Background: an optimization exercise with open tools, aiming at small area. Do not read the settings as production practice. Function was checked by simulation only, so behaviour that the tests miss may differ from the original.

the baseline:
==> flow/design.v <==
`timescale 1ns / 1ps
module line_buffers #(
    parameter W = 128
)(
    input  wire clk,
    input  wire [7:0] pixel_in,
    input  wire pixel_valid,
    output wire [7:0] top,      
    output wire [7:0] left,     
    output wire [7:0] center,   
    output wire [7:0] right,    
    output wire [7:0] bottom    
);
    localparam N = 2*W + 1;
    reg [8*N-1:0] taps;
    always @(posedge clk) begin
        if (pixel_valid)
            taps <= {taps[8*(N-1)-1:0], pixel_in};
    end
    assign bottom = taps[7:0];
    assign right  = taps[8*(W-1) +: 8];
    assign center = taps[8*W +: 8];
    assign left   = taps[8*(W+1) +: 8];
    assign top    = taps[8*(2*W) +: 8];
endmodule
`timescale 1ns / 1ps
module window_3x3 #(
    parameter W = 128
)(
    input  wire clk,
    input  wire rst,
    input  wire pixel_valid,
    output wire win_ok
);
    reg [6:0] col_cnt;      
    reg [1:0] row_cnt;    
    always @(posedge clk) begin
        if (rst) begin
            col_cnt <= 0;
            row_cnt <= 0;
        end
        else if (pixel_valid) begin
            if (col_cnt == W-1) begin
                col_cnt <= 0;
                if (row_cnt != 2'd2)
                    row_cnt <= row_cnt + 1'b1;
            end
            else
                col_cnt <= col_cnt + 1'b1;
        end
    end
    assign win_ok = (row_cnt == 2'd2) && (col_cnt >= 2);
endmodule
`timescale 1ns / 1ps
module conv_mac_3x3 (
    input  wire [7:0] top,
    input  wire [7:0] left,
    input  wire [7:0] center,
    input  wire [7:0] right,
    input  wire [7:0] bottom,
    output wire [7:0] result
);
    wire [10:0] diff = {1'b0, center, 2'b00} + {3'b111, ~top} + {3'b111, ~left} + {3'b111, ~right} + {3'b111, ~bottom} + 11'd4;
    assign result = diff[10] ? 8'd0 : (|diff[9:8]) ? 8'hFF : diff[7:0];
endmodule
`timescale 1ns / 1ps
module cnn_top #(
    parameter W = 128
)(
    input wire clk,
    input wire rst,
    input wire [7:0] pixel_in,
    input wire pixel_valid,
    output reg [7:0] pixel_out,
    output reg pixel_out_valid
);
    wire [7:0] top, left, center, right, bottom;
    wire [7:0] result;
    wire win_ok;
    line_buffers #(.W(W)) LB (
        .clk(clk),
        .pixel_in(pixel_in),
        .pixel_valid(pixel_valid),
        .top(top), .left(left), .center(center), .right(right), .bottom(bottom)
    );
    window_3x3 #(.W(W)) WG (
        .clk(clk), .rst(rst),
        .pixel_valid(pixel_valid),
        .win_ok(win_ok)
    );
    conv_mac_3x3 MAC (
        .top(top), .left(left), .center(center), .right(right), .bottom(bottom),
        .result(result)
    );
    always @(posedge clk) begin
        pixel_out <= result;
        pixel_out_valid <= !rst && pixel_valid && win_ok;
    end
endmodule
Settings: LEC_CHECK=0, CAP_MARGIN=20, CORE_MARGIN=2, CORE_UTILIZATION=45, CTS_BUF_LIST=sky130_fd_sc_hd__clkbuf_16, CTS_CLUSTER_DIAMETER=100, CTS_CLUSTER_SIZE=30, SLEW_MARGIN=20; clock period 6.0 ns.
run.sh (not shown) runs the stock make flow with config.mk's settings and CLKGATE_MAP_FILE= SYNTH_SCRIPT=/design/flow/synth_recipe.tcl, a recipe that flattens the netlist after the stock synthesis.
#### Input delta (the candidate over the baseline)
--- a/flow/design.v
+++ b/flow/design.v
@@ -3,8 +3,11 @@
     parameter W = 128
 )(
     input  wire clk,
+    input  wire rst,
     input  wire [7:0] pixel_in,
     input  wire pixel_valid,
+    output reg        shift_q,  
+    output reg        parity,   
     output wire [7:0] top,      
     output wire [7:0] left,     
     output wire [7:0] center,   
@@ -12,10 +15,16 @@
     output wire [7:0] bottom    
 );
     localparam N = 2*W + 1;
+    reg [7:0] pix_q;
+    reg       hold_q;           
     reg [8*N-1:0] taps;
+    wire [8*N-1:0] prev = {taps[8*(N-1)-1:0], pix_q ^ {8{parity}}};
     always @(posedge clk) begin
-        if (pixel_valid)
-            taps <= {taps[8*(N-1)-1:0], pixel_in};
+        pix_q   <= pixel_in;
+        shift_q <= pixel_valid && !rst;
+        hold_q  <= !(pixel_valid && !rst);
+        parity  <= !rst && !parity;
+        taps    <= ~((prev | {8*N{hold_q}}) & (taps | {8*N{shift_q}}));
     end
     assign bottom = taps[7:0];
     assign right  = taps[8*(W-1) +: 8];
@@ -53,6 +62,7 @@
 endmodule
 `timescale 1ns / 1ps
 module conv_mac_3x3 (
+    input  wire       inv,
     input  wire [7:0] top,
     input  wire [7:0] left,
     input  wire [7:0] center,
@@ -60,7 +70,8 @@
     input  wire [7:0] bottom,
     output wire [7:0] result
 );
-    wire [10:0] diff = {1'b0, center, 2'b00} + {3'b111, ~top} + {3'b111, ~left} + {3'b111, ~right} + {3'b111, ~bottom} + 11'd4;
+    wire [10:0] lap  = {1'b0, center, 2'b00} + {3'b111, ~top} + {3'b111, ~left} + {3'b111, ~right} + {3'b111, ~bottom} + 11'd4;
+    wire [10:0] diff = inv ? -lap : lap;
     assign result = diff[10] ? 8'd0 : (|diff[9:8]) ? 8'hFF : diff[7:0];
 endmodule
 `timescale 1ns / 1ps
@@ -77,23 +88,28 @@
     wire [7:0] top, left, center, right, bottom;
     wire [7:0] result;
     wire win_ok;
+    wire shift;
+    wire parity;
     line_buffers #(.W(W)) LB (
-        .clk(clk),
+        .clk(clk), .rst(rst),
         .pixel_in(pixel_in),
         .pixel_valid(pixel_valid),
+        .shift_q(shift),
+        .parity(parity),
         .top(top), .left(left), .center(center), .right(right), .bottom(bottom)
     );
     window_3x3 #(.W(W)) WG (
         .clk(clk), .rst(rst),
-        .pixel_valid(pixel_valid),
+        .pixel_valid(shift),
         .win_ok(win_ok)
     );
     conv_mac_3x3 MAC (
+        .inv(parity),
         .top(top), .left(left), .center(center), .right(right), .bottom(bottom),
         .result(result)
     );
     always @(posedge clk) begin
         pixel_out <= result;
-        pixel_out_valid <= !rst && pixel_valid && win_ok;
+        pixel_out_valid <= !rst && shift && win_ok;
     end
 endmodule
Findings:
- Lower pin count of the biggest net entering global routing goes to the baseline over the candidate.
- Going from the baseline to the candidate, transition time at the pin with the least slew margin moved up, core region area moved down, number of flops mapped to enable cells by yosys moved down, xor and xnor fraction of the mapped netlist area moved up, area after synthesis moved down.
- Per the comparison of the candidate with the baseline, register-to-register setup slack lower; total of clock buffers placed in the layout higher; non-clock buffer area fraction after layout higher.
- The post-route clock period utilization in the candidate sits 12 points above the value recorded for the baseline.
- The baseline has lower non-clock buffer count in the final layout than the candidate.
- Compared with the baseline, the candidate degrades via count.
- Cell depth of the worst setup path, the baseline and the candidate: larger value in the candidate
- Of the baseline and the candidate, the run reporting the higher post-route core utilization was the baseline.

## port drivers added, routing unchanged
The flow's constraints put no driver on any port. The routed layouts listed below were extracted and timed again, unchanged, in two steps.
Step 1 assumes that a clkbuf_16 drives the clock port and a buf_2 every other input.
Step 2 also shifts input and output timing later by t, the mid clock arrival at the registers, as if the neighbouring blocks saw the same clock.
Slacks: ideal / step 1 / step 2; pairs: ideal / step 1.
run	t (ns)	setup WS [ns]	worst slew at a driven data input, ns	pins driven straight from the clock port
the baseline	0.755	2.078 / 2.078 / 2.078	0.08	1
the candidate	0.740	1.382 / 1.382 / 1.382	0.03	1
After both steps every run listed still meets setup and hold.
